From an optimization exercise on the open Yosys and OpenROAD flow, aimed at small area and a short achievable clock period; shortcuts taken in it are not production practice. No functional check of the RTL was part of any run shown here. Power figures rest on the tool's default switching activity, not on a simulated workload.

==> flow/design.v (outline; a module is shown in full before it is edited, if it fits) <==
// module FloatingPointMultiplierSingle: 1186 lines
module FloatingPointMultiplierSingle (clk,reset,en,inputA,inputB,result, OF);
  // ...
==> flow/flow/run.sh <==
#!/bin/bash
# Standard ORFS layout with two changes: Yosys's generic ABC pass before
# full-adder extraction is skipped (SYNTH_ARGS=-noabc), so the hand-written
# adder tree maps to full-adder cells without extra inverters; and the port
# buffers are buf_2 cells instead of the default delay-buffer choice.
# Registers are unchanged. ORFS writes each tool's log under orfs/logs.
set -euo pipefail
bash standard.sh SYNTH_ARGS=-noabc "BUFFER_PORTS_ARGS=-buffer_cell sky130_fd_sc_hd__buf_2" finish > standard.log 2>&1
==> flow/standard.sh <==
#!/bin/bash
# synth_recipe.tcl (not shown) runs the flow's synth.tcl, then flattens the netlist and writes it again
# the make line also repeats each setting of config.mk as NAME=value (left out here)
make -C /OpenROAD-flow-scripts/flow DESIGN_CONFIG=/design/flow/config.mk WORK_HOME=/design/flow/orfs CLKGATE_MAP_FILE= SYNTH_SCRIPT=/design/flow/synth_recipe.tcl "${@:-finish}"
==> flow/config.mk <==
export PLATFORM = sky130hd
export DESIGN_NAME = FloatingPointMultiplierSingle
export DESIGN_NICKNAME = FloatingPointMultiplierSingle
export VERILOG_FILES = /design/flow/design.v
export SDC_FILE = /design/flow/constraint.sdc
export NUM_CORES = 4
export LEC_CHECK = 0
export CAP_MARGIN = 20
export CORE_MARGIN = 2
export CORE_UTILIZATION = 45
export CTS_BUF_LIST = sky130_fd_sc_hd__clkbuf_4 sky130_fd_sc_hd__clkbuf_8
export SETUP_SLACK_MARGIN = 5
export SLEW_MARGIN = 20
export TNS_END_PERCENT = 100
==> flow/constraint.sdc <==
create_clock -name core_clock -period 11.0 [get_ports {clk}]
set_input_delay 2.2000 -clock core_clock [delete_from_list [all_inputs] [get_ports {clk}]]
set_output_delay 2.2000 -clock core_clock [all_outputs]
set_load 0.01 [all_outputs]
==> impl_metrics.json, run 1 <==
{
  "outcome": "timing/DRC/antenna clean",
  "path_max_fanout": 27,
  "syn_area_um2": 19800,
  "wirelength_mm": 61.4,
  "crit_slowest_cell": "buf_2",
  "multi_input_cells": 1541,
  "powerDensity_nw_per_um2": 354,
  "pwr-share-seq_pct": 12.5,
  "synth_area_leaders": "fa_1 27%, xnor2_1 13%, edfxtp_1 12%",
  "final-hold-violation-count": 0,
  "dpl_cell_area_um2": 20600,
  "start_util_pct": 45.7,
  "synth.most_common_cell": "xnor2_1",
  "grt_max_degree": 73,
  "nets": 2457,
  "synth_ff_type": "edfxtp_1",
  "ctsHoldBuffers": 0,
  "cts_tree": "yes",
  "critPathBufInv": 1,
  "critPathMaxStageDelay_ps": 630,
  "nNonClkBuffers": 146,
  "design.die.area_um2": 45600,
  "final_max_slew_viol_count": 0,
  "cts_setup_buffers": 7,
  "hold_start": "result[24]",
  "worstPathArrival_ps": 6230,
  "yosysSeqAreaShare_pct": 16.0,
  "netlist_instances": 1963,
  "clk_latency_ps": 450,
  "antenna_cells": 0,
  "port-buffer-count": 99
}
==> inputs of run 2 (changes only) <==
--- a/flow/design.v
+++ b/flow/design.v
@@ -918,41 +918,44 @@
 wire c870 = c864 & s867;
 wire s871 = ma[23] ^ ~neg11 ^ c868;
 wire c872 = (ma[23] & ~neg11) | (ma[23] & c868) | (~neg11 & c868);
 wire [69:0] pp_bits = {s871, c870, s869, c866, s865, c862, s861, c856, s855, c850, s849, c842, s841, c834, s833, c824, s823, c814, s813, c802, s801, c790, s789, c776, s775, c762, s761, c746, s745, c730, s729, c714, s713, c698, s711, s697, c680, s679, c662, s677, s661, c640, c642, s641, s639, c620, s619, c596, s595, c574, s573, c554, s571, s553, c534, s533, c514, s513, c496, s495, c478, s477, c462, c460, s461, c444, s443, c428, s427, c412};
 wire [15:0] low0 = {c398, c384, s381, c360, c350, s347, s337, c324, s321, s315, s309, s305, c302, pp26, pp2, pp1};
 wire [15:0] low1 = {s411, s397, s383, s371, s359, s349, s339, s331, s323, s317, s311, s307, s303, s301, 1'b0, neg0};
 wire [16:0] lowsum = low0 + low1;
 wire cK = lowsum[16];    
-wire [15:0] lowp = low0 ^ low1;
-wire [15:0] lowo = low0 | low1;
-wire lowzero = ~lowp[0] & (lowp[15:1] == lowo[14:0]);
+function [4:0] tz23; input [22:0] m; integer i; begin
+  tz23 = 5'd23;
+  for (i = 22; i >= 0; i = i - 1) if (m[i]) tz23 = i;
+end endfunction
+wire [5:0] tzsum = tz23(A[22:0]) + tz23(B[22:0]);
+wire sticky = tzsum < 6'd23;
 wire [8:0] e0 = {1'b0, A[30:23]} + {1'b0, B[30:23]} - 9'd127;
 wire [8:0] e1 = e0 + 9'd1;
 wire a_mz = A[22:0] == 23'd0, b_mz = B[22:0] == 23'd0;
 wire a_ef = A[30:23] == 8'hff, b_ef = B[30:23] == 8'hff;
 wire zf = (a_mz & A[30:23] == 8'h00) | (b_mz & B[30:23] == 8'h00);
 wire inf = (a_mz & a_ef) | (b_mz & b_ef);
 wire nan = (zf & inf) | (~a_mz & a_ef) | (~b_mz & b_ef);
 wire [1:0] cls = nan ? 2'b10 : zf ? 2'b00 : inf ? 2'b01 : 2'b11;
 reg [69:0] q_pp;
-reg q_cK, q_lowzero, q_sign, q_of0, q_of1;
+reg q_cK, q_sticky, q_sign, q_of0, q_of1;
 reg [7:0] q_e0;
 reg [1:0] q_cls;
 always @(posedge clk) begin
   if (reset) begin
     q_sign <= 1'b0; q_cls <= 2'b00;
   end else if (en) begin
     q_sign <= A[31] ^ B[31]; q_cls <= cls;
   end
 end
 always @(posedge clk) begin
   if (en) begin
-    q_pp <= pp_bits; q_cK <= cK; q_lowzero <= lowzero;
+    q_pp <= pp_bits; q_cK <= cK; q_sticky <= sticky;
     q_of0 <= e0[8]; q_of1 <= e1[8]; q_e0 <= e0[7:0];
   end
 end
 wire s873 = q_pp[6] ^ q_pp[7];
 wire c874 = q_pp[6] & q_pp[7];
 wire s875 = q_pp[9] ^ q_pp[10];
 wire c876 = q_pp[9] & q_pp[10];
 wire s877 = q_pp[11] ^ q_pp[12];
@@ -1126,19 +1129,17 @@
 wire G1041 = ag[27] | (ap[27] & G999);
 wire Pg1042 = ap[27] & Pg1000;
 wire G1043 = ag[29] | (ap[29] & G1013);
 wire Pg1044 = ap[29] & Pg1014;
 wire [31:0] carry = {G991, G1043, G1013, G1041, G999, G1039, G1011, G1037, G993, G1035, G1009, G1033, G997, G1031, G1007, G1029, G987, G1027, G1005, G1025, G995, G1023, G1003, G1021, G979, G1019, G1001, G1017, G963, G1015, G931, q_cK};
 wire [31:0] P = ap ^ carry;   
 wire n = P[31];
 wire [22:0] m_sel = n ? P[30:8] : P[29:7];
-wire hizero = (ap[0] == q_cK) & (ap[6:1] == (ag[5:0] | ap[5:0]));
-wire sticky = ~(q_lowzero & hizero);    
-wire m_inc = n ? (P[7] & sticky) : P[6];
+wire m_inc = n ? (P[7] & q_sticky) : P[6];
 wire Ap1045 = m_sel[1] & m_sel[0];
 wire Ap1046 = m_sel[3] & m_sel[2];
 wire Ap1047 = m_sel[5] & m_sel[4];
 wire Ap1048 = m_sel[7] & m_sel[6];
 wire Ap1049 = m_sel[9] & m_sel[8];
 wire Ap1050 = m_sel[11] & m_sel[10];
 wire Ap1051 = m_sel[13] & m_sel[12];
 wire Ap1052 = m_sel[15] & m_sel[14];
@@ -1170,17 +1171,18 @@
 wire Ap1078 = m_sel[16] & Ap1063;
 wire Ap1079 = m_sel[18] & Ap1069;
 wire Ap1080 = m_sel[20] & Ap1065;
 wire [22:0] ones = {Ap1070, Ap1080, Ap1065, Ap1079, Ap1069, Ap1078, Ap1063, Ap1077, Ap1068, Ap1076, Ap1064, Ap1075, Ap1067, Ap1074, Ap1061, Ap1073, Ap1066, Ap1072, Ap1056, Ap1071, Ap1045, m_sel[0], 1'b1};
 wire [22:0] mant = m_sel ^ ({23{m_inc}} & ones);
 wire [7:0] expo = q_e0 + n;
 wire normal = q_cls == 2'b11;
 assign OF = normal & (n ? q_of1 : q_of0);
+wire [1:0] r_cls = reset ? 2'b00 : q_cls;
+wire r_normal = r_cls == 2'b11;
 wire [31:0] O;
-assign O[31] = q_sign;
-assign O[30:23] = normal ? expo : (q_cls == 2'b00 ? 8'h00 : 8'hff);
-assign O[22:0] = normal ? mant : (q_cls == 2'b10 ? 23'h7fffff : 23'h0);
+assign O[31] = q_sign & ~reset;
+assign O[30:23] = r_normal ? expo : (r_cls == 2'b00 ? 8'h00 : 8'hff);
+assign O[22:0] = r_normal ? mant : (r_cls == 2'b10 ? 23'h7fffff : 23'h0);
 always @(posedge clk) begin
-  if (reset) result <= 32'd0;
-  else if (en) result <= O;
+  if (en | reset) result <= O;
 end
 endmodule
==> run 2 against run 1 <==
  * Flip-flop and latch count did not move
  * Count of clock-buffer cells in the layout fell by 6
  * Via count fell by 5.4%
  * Register-to-register slack improved by 250 ps
  * Critical endpoint is now q_pp[45]
==> impl_metrics.json, run 2 <==
{
  "outcome": "timing/DRC/antenna clean",
  "synth-seq-cells": 117,
  "design.die.area_um2": 44900,
  "synth_cell_types": 76,
  "synth_area_leaders": "fa_1 27%, edfxtp_1 18%, xnor2_1 13%",
  "final-hold-violation-count": 0,
  "reg.largest.list": "q_pp (70), result (32), q_e0 (8)",
  "syn_area_um2": 19400,
  "antenna_cells": 0,
  "path_max_fanout": 25,
  "cp_top_family": "adder cells",
  "skew_ps": 31.8,
  "top_register": "q_pp",
  "synth_edf_count": 114,
  "max_clock_freq_ghz": 0.169,
  "die-height_um": 212,
  "r2r_start": "q_pp[17]",
  "dpl_cell_area_um2": 20300,
  "syn_avg_cell_area_um2": 10.3,
  "grt_overflow": 0,
  "worstPathCellList": "buf_2 -> ha_1 -> nand2b_1 -> inv_2 -> xnor2_1 -> fa_1 -> fa_1 -> fa_1 -> fa_1 -> fa_1",
  "rows": 76,
  "antenna_found_initial": 0,
  "crit_required_ps": 11190,
  "largest_register_ff_count": 70,
  "clk_latency_ps": 480,
  "setup_slack_ps": 5090,
  "yosysSeqAreaShare_pct": 17.9,
  "ys_warn_count": 1,
  "synth_ff_type": "edfxtp_1",
  "nFillCells": 3931,
  "synthesis.nets": 2363,
  "ctsHoldBuffers": 0,
  "routabilityCongestion": 0.866,
  "hold_start": "q_sign",
  "drc": 0,
  "rsz0062_at_grt": "yes",
  "critPathMaxStageDelay_ps": 650,
  "start_util_pct": 45.4,
  "final_cells": 2481,
  "hpwl_mm": 40.0,
  "synth.most_common_cell": "xnor2_1",
  "ff2ff_setup_slack_ps": 5730,
  "hold_path_end": "q_sign",
  "grt_pass1_wl_mm": 89.2,
  "dp_cells": 2432,
  "wirelength_mm": 57.5,
  "core_area_um2": 42900,
  "drive_above_1_share_pct": 12.2,
  "path_class": "input pin to register",
  "initialDrtViolationCount": 1163,
  "cp-start-kind": "input pin",
  "antenna_left": 0,
  "cts_made_buffers": 17,
  "worstPathArrival_ps": 6110,
  "track_usage_pct": 26.1,
  "setup_violations": 0,
  "path_clk_slew_ps": 100,
  "grt_max_degree": 70,
  "wl_per_cell_um": 23.2,
  "leakagePower_nw": 8.24,
  "cts_tree": "yes",
  "port-buffer-count": 99,
  "endpoint_kind": "register",
  "synth.largest_area_cell": "fa_1",
  "final_cell_mix": "281 x xnor2_1, 262 x fa_1, 242 x a22oi_1, 138 x ha_1, 114 x edfxtp_1",
  "place_ws_ps": 3910,
  "cp_common_cell": "fa_1",
  "power_mw": 7.08,
  "io_pins": 100,
  "powerDensity_nw_per_um2": 334,
  "ctsRootBufferMaster": "clkbuf_8",
  "clk_path_buf_depth": 2,
  "worstMarginPinSlew_ps": 1060,
  "syn_to_final_growth_pct": 8.79,
  "finalSetupTns_ps": 0,
  "r2r_end": "result[14]",
  "clock_sinks": 117,
  "via_count": 15065,
  "critPathBufInv": 2,
  "nets": 2358,
  "final_common_cell": "xnor2_1",
  "maxCapViolCount": 0,
  "layout_min_cycle_time_ps": 5910,
  "drt-vias-per-instance": 6.07,
  "yosysTopAreaCellShare_pct": 27.2,
  "die_w_um": 212,
  "min_period_over_period_pct": 53.7,
  "crit_slowest_cell": "inv_2",
  "drt_pass1_iterations": 6,
  "htree_levels": 4,
  "final_max_slew_viol_count": 0,
  "hold_depth": 2,
  "netlist_instances": 1888,
  "synthTopCellsByCount": "281 x xnor2_1, 264 x fa_1, 242 x a22oi_1, 144 x ha_1, 117 x clkbuf_1",
  "r2r_cells": 18,
  "vdd_drop_max_uv": 276,
  "hp-class": "register to register",
  "grt_pass1_vias": 15752,
  "postSynth.asyncResetShare_pct": 0,
  "design_area_um2": 21200,
  "relSlewSlack_pct": 28.9
}
-- run 2: cell count changes after synthesis, sizes merged, moves of 6 or more --
| cell | delta |
|---|---|
| nand3 | -13 |
| xnor2 | -17 |
| a21oi | +17 |
| o21ai | +9 |
| o211ai | -7 |
| nand2 | -6 |
| inv | -37 |
| dfxtp | -32 |
| edfxtp | +32 |
| o21bai | +6 |
| a22o | -11 |
| ha | -15 |
-- run 2: timing repair --
item,in CTS,in global routing
hold endpoints to repair,0,0
setup endpoints to repair,23,15
resized for setup,29,44
gates cloned,3,1
setup buffers,8,5
pin swaps,6,5
-- run 2: logic make-up after synthesis --
kind of cell	synth area share, %
AO/OA/AOI/OAI	17.7
buffers and inverters	5.30
AND/OR/NAND/NOR	7.13
multiplexers	1.24
adder cells (fa/ha/maj)	36.4
XOR/XNOR	14.3
flip-flops	17.9
-- run 2: worst max path at each step --
stage / startpoint / end / slack [ps] / cells past startpoint
CTS: q_pp[30] / OF / 4970 / 12
finish: inputB[19] / q_pp[45] / 5090 / 10
detailed placement: inputB[1] / q_cK / 3910 / 13
global placement: inputB[1] / q_cK / 3980 / 13
floorplan: inputB[5] / q_cK / 5010 / 13
global route: q_pp[17] / OF / 4910 / 14
-- run 2: report_power, final --
part           leakage, nW  switching (mW)  internal [mW]
Sequential            1.18          0.0599          0.914
Combinational         6.85            3.28           2.40
Clock                0.212           0.213          0.212
-- run 2: area by class of cell --
cell class / count / area [um2] / share of cell area, %
sequential: 117 / 3480 / 16.5
clock inverter: 15 / 181 / 0.857
timing repair inverter: 1 / 8.76 / 0.0414
inverter: 104 / 523 / 2.47
timing repair buffer: 135 / 827 / 3.91
clock buffer: 17 / 234 / 1.11
tap: 585 / 732 / 3.46
multi-input combinational: 1507 / 15200 / 71.7
-- run 2: through the flow --
stage / util, % / hold WS (ps)
2_1_floorplan: - / 454
3_3_place_gp: 47.3 / 470
3_5_place_dp: 47.3 / 489
4_1_cts: 48.8 / 499
5_1_grt: 49.3 / 551
6_report: 49.3 / 495
-- run 2: layer usage --
layer  vias up  track usage [%]  routed length [um]
li1       6684                -                   -
met1      7483             33.9               23700
met2       767             41.5               26300
met3       131             5.49                5210
met4         0             12.5                2290
met5         -                0                   0
-- run 2: worst register-to-register path: stages, from the launching register on --
cell and delay (ps):
edfxtp_1 400, fa_1 490, ha_1 360, nand3_1 140, o32ai_1 110, a21oi_2 340, nand2_1 170, nand3_1 120
nand2_1 100, a21o_1 190, a21o_1 180, fa_1 380, xnor2_1 250, nor4_1 540, o21ai_4 180, a2111oi_4 470
a31oi_1 130, nor4_1 370, a311oi_1 90

==> afterwards: timing with drivers on the ports <==
The results above use ideal ports. As a check the final layouts listed here were re-extracted and re-timed, cells and wires unchanged. Step 1 sets driving cells, clkbuf_16 on the clock port and buf_2 on the other inputs (assumed; they add their load-dependent delay and slew). Step 2 moves the port delays by t, midway between the first and last clock arrival at a register: inputs arrive t later, outputs are due t later. That takes back most of the time a late clock gives input paths. Slacks: ideal / step 1 / step 2; pairs: ideal / step 1.
| run | t (ns) | setup WS [ns] | hold WS [ns] | pins driven straight from the clock port |
|---|---|---|---|---|
| run 1 | 0.481 | 5.080 / 5.088 / 4.606 | 0.459 / 0.459 / 0.459 | 1 |
| run 2 | 0.512 | 5.089 / 5.098 / 4.605 | 0.495 / 0.495 / 0.495 | 1 |
After both steps every run listed still meets setup and hold. For run 2, which loses most, drivers alone change the setup slack by +0.009 ns; drivers and shift together by -0.484 ns.
